From an optimization exercise on the open Yosys and OpenROAD flow, aimed at small area, a short achievable clock period and few clock cycles per item; shortcuts taken in it are not production practice.
The RTL was checked by simulation tests, not by an equivalence proof against the original design.

== build 16 ==
==> flow/design.v (excerpt) <==
module fir(
  clock,
  reset,
  calculate,
  data_in,
  data_out,
  data_good
);
  input clock;
  input reset;
  input calculate;
  input [9:0] data_in;
  output [9:0] data_out;
  output data_good;
  reg [6:0] clr_cnt;
  reg clearing;
  assign data_good = ~clearing;
  always @(posedge clock or negedge reset) begin
    if (reset == 0) begin
      clr_cnt  <= 0;
      clearing <= 1;
    end
    else if (clearing) begin
      clr_cnt <= clr_cnt + 1;
      if (&clr_cnt) clearing <= 0;
    end
  end
  wire shift = calculate | clearing;
  reg [9:0] H0;
  reg [9:0] H1;
  reg [9:0] H2;
  reg [9:0] H3;
  reg [9:0] H4;
  reg [9:0] H5;
  reg [9:0] H6;
  reg [9:0] H7;
  reg [9:0] H8;
  reg [9:0] H9;
  reg [9:0] H10;
  reg [9:0] H11;
  reg [9:0] H12;
  reg [9:0] H13;
  reg [9:0] H14;
  reg [9:0] H15;
  reg [9:0] H16;
  reg [9:0] H17;
  reg [9:0] H18;
  reg [9:0] H19;
  reg [9:0] H20;
  reg [9:0] H21;
  reg [9:0] H22;
  reg [9:0] H23;
  reg [9:0] H24;
  reg [9:0] H25;
  reg [9:0] H26;
  reg [9:0] H27;
  reg [9:0] H28;
  reg [9:0] H29;
  reg [9:0] H30;
  reg [9:0] H31;
  reg [9:0] H32;
  reg [9:0] H33;
  reg [9:0] H34;
  reg [9:0] H35;
  reg [9:0] H36;
  reg [9:0] H37;
  reg [9:0] H38;
  reg [9:0] H39;
  reg [9:0] H40;
  reg [9:0] H41;
  reg [9:0] H42;
  reg [9:0] H43;
  reg [9:0] H44;
  reg [9:0] H45;
  reg [9:0] H46;
  reg [9:0] H47;
  reg [9:0] H48;
  reg [9:0] H49;
  reg [9:0] H50;
  reg [9:0] H51;
  reg [9:0] H52;
  reg [9:0] H53;
  reg [9:0] H54;
  reg [9:0] H55;
  reg [9:0] H56;
  reg [9:0] H57;
  reg [9:0] H58;
  reg [9:0] H59;
  reg [9:0] H60;
  reg [9:0] H61;
  reg [9:0] H62;
  reg [9:0] H63;
  reg [9:0] H64;
  ...
For scale: roughly 1,000 flip-flops.
export LEC_CHECK = 0
export ABC_CLOCK_PERIOD_IN_PS = 2000
export CAP_MARGIN = 20
export CORE_MARGIN = 2
export CORE_UTILIZATION = 65
export CTS_CLUSTER_DIAMETER = 100
export CTS_CLUSTER_SIZE = 30
export SLEW_MARGIN = 20
export SYNTH_HIERARCHICAL = 1
create_clock -name core_clock -period 13.0 [get_ports {clock}]
standard.sh (not shown) runs the stock make flow with config.mk's settings and CLKGATE_MAP_FILE= SYNTH_SCRIPT=/design/flow/synth_recipe.tcl, a recipe that flattens the netlist after the stock synthesis.
==> flow/flow/run.sh <==
#!/bin/bash
set -euo pipefail
MARGIN=$(cat flow/margin.txt)
TNS=$(cat flow/tns.txt)
# synthesis exactly as standard.sh does it
bash standard.sh synth > synth.log 2>&1
# the remaining steps: the same make command with the repair target added
sed -e "s|CLKGATE_MAP_FILE= |CLKGATE_MAP_FILE= SETUP_SLACK_MARGIN=$MARGIN TNS_END_PERCENT=$TNS 'BUFFER_PORTS_ARGS=-buffer_cell sky130_fd_sc_hd__buf_4' |" \
    standard.sh > flow_layout.sh
bash flow_layout.sh finish > layout.log 2>&1
test -f out/final.def
==> flow/flow/margin.txt <==
8.2
==> flow/flow/tns.txt <==
100
Build 16 finished all stages; the layout is clean.
Testbench counts of build 16, summed over its fixed seeds: cycles 4,000, items 4,000.
Setup changes, build 16 to build 4
- ABC_CLOCK_PERIOD_IN_PS changed from 2000 to 1000
- CTS_CLUSTER_SIZE changed from 30 to 24
==> comparison <==
Cmp build 16 and build 4 / number of cells on the worst reg-to-reg path / higher: build 4
Build 16 -> build 4: worst slack at placement delta 0, exact match
Diff build 16 -> build 4: hold slack went down 6.5 ps, fmax moved down, sequential share of layout area level, minimum clock period after layout grew by 20 ps.
Diff build 4..build 16 | via count | negligible
The run showing the greater detailed-routed wire length on met3 is build 4.
> inputs changed (build 4 -> build 96)
- CTS_CLUSTER_SIZE: 24 -> 27
- ABC_CLOCK_PERIOD_IN_PS: 1000 -> 2000
- CTS_CLUSTER_DIAMETER: 100 -> 110
[summary]
- Build 96 reached the final stage; the timing, design-rule and antenna checks on its layout passed.
- Between build 4 and build 96, the maximum frequency figures differ only marginally.
- Pin slew with the least headroom to its limit: build 96 > build 4
- Cmp build 96 and build 4 / met2 usage / lower: build 4


Setup of build 9:
Starting RTL as in the previous note.
export LEC_CHECK = 0
export ABC_CLOCK_PERIOD_IN_PS = 2000
export CAP_MARGIN = 20
export CORE_MARGIN = 2
export CORE_UTILIZATION = 65
export CTS_CLUSTER_DIAMETER = 60
export CTS_CLUSTER_SIZE = 30
export SLEW_MARGIN = 20
export SYNTH_HIERARCHICAL = 1
create_clock -name core_clock -period 13.0 [get_ports {clock}]
Scripts as last shown in full above: flow/flow/run.sh, flow/flow/margin.txt, flow/flow/tns.txt
Build 9 went all the way through synthesis, placement and routing and the layout is clean on timing, DRC and antenna.
Testbench counts of build 9, summed over its fixed seeds: cycles 4,000, items 4,000.
Here is what was changed in the inputs of build 65 compared with build 9.
# build 9
export LEC_CHECK = 0
export ABC_CLOCK_PERIOD_IN_PS = 2000
export CAP_MARGIN = 20
export CORE_MARGIN = 2
export CORE_UTILIZATION = 65
export CTS_CLUSTER_DIAMETER = 60
export CTS_CLUSTER_SIZE = 30
export SLEW_MARGIN = 20
export SYNTH_HIERARCHICAL = 1
create_clock -name core_clock -period 13.0 [get_ports {clock}]
# build 65
export LEC_CHECK = 0
export ABC_CLOCK_PERIOD_IN_PS = 4000
export CAP_MARGIN = 20
export CORE_MARGIN = 2
export CORE_UTILIZATION = 65
export CTS_CLUSTER_DIAMETER = 100
export CTS_CLUSTER_SIZE = 24
export SLEW_MARGIN = 20
export SYNTH_HIERARCHICAL = 1
create_clock -name core_clock -period 13.0 [get_ports {clock}]
Results
Measured against each other, build 65 and build 9 differ in routed wire length, the lower figure coming from build 65. Build 65: PASS, flow complete, no timing, DRC or antenna violations. fa_2 as the highest-delay cell along the critical path was reported by build 65, and fa_1 by build 9. Design area, build 65 vs build 9: down by a few percent. Between build 65 and build 9, the setup slack is lower for build 65. Cmp build 65 vs build 9: hold slack higher in build 65.
What build 37 does differently from build 65 at the input level:
# build 65
export LEC_CHECK = 0
export ABC_CLOCK_PERIOD_IN_PS = 4000
export CAP_MARGIN = 20
export CORE_MARGIN = 2
export CORE_UTILIZATION = 65
export CTS_CLUSTER_DIAMETER = 100
export CTS_CLUSTER_SIZE = 24
export SLEW_MARGIN = 20
export SYNTH_HIERARCHICAL = 1
create_clock -name core_clock -period 13.0 [get_ports {clock}]
# build 37
export LEC_CHECK = 0
export ABC_CLOCK_PERIOD_IN_PS = 2000
export CAP_MARGIN = 20
export CORE_MARGIN = 2
export CORE_UTILIZATION = 75
export SLEW_MARGIN = 20
export SYNTH_HIERARCHICAL = 1
create_clock -name core_clock -period 13.0 [get_ports {clock}]
Compared with build 65, build 37 shows a global-route usage that is 5.9 points higher.
Build 37 vs build 65 — number of clock buffer instances in the layout climbed by more than 100%
Build 37 ended with every stage complete and zero timing, DRC or antenna violations.
Build 65 ended up with met5 as its highest routed metal layer; build 37 ended up with met4.
Build 37 vs build 65 — maximum frequency dropped slightly
Comparing build 65 and build 37, the lower post-route minimum period was measured on build 65.
Of build 65 and build 37, the run reporting the higher number of rows in the core area was build 65.
Diff build 37..build 65 | critical path depth | negligible
Delta (build 37 minus build 65): post-CTS setup buffer count down 2; count of nets after finishing up 58.

[afterwards: timing with drivers on the ports]
How much do the figures lean on ideal ports? The routed layouts below were timed once more, with nothing changed but the port constraints.
Step 1, drivers: a clkbuf_16 drives clock and a buf_2 each remaining input, both assumed.
Step 2 times the ports against the registers' clock, not the clock port: input delays grow and output delays shrink by t, the midpoint of the rising clock arrivals with the driver on.
Slacks: ideal ports / drivers / drivers and shift; pairs: ideal ports / drivers.
run | shift t [ns] | setup slack, ns | worst setup path after step 2 | cell pins on the clock port's net
build 16 | 0.764 | 8.266 / 8.266 / 7.502 | input to register | 1
build 4 | 0.758 | 8.246 / 8.245 / 7.487 | input to register | 1
build 96 | 0.750 | 8.248 / 8.247 / 7.496 | input to register | 1
build 9 | 0.778 | 8.254 / 8.270 / 7.492 | input to register | 1
build 65 | 0.758 | 8.246 / 8.245 / 7.487 | input to register | 1
build 37 | 0.771 | 8.227 / 8.237 / 7.466 | input to register | 1
After both steps setup and hold are still met in every run listed. For build 16, which loses most, drivers alone change the setup slack by 0.000 ns; drivers and shift together by -0.764 ns.
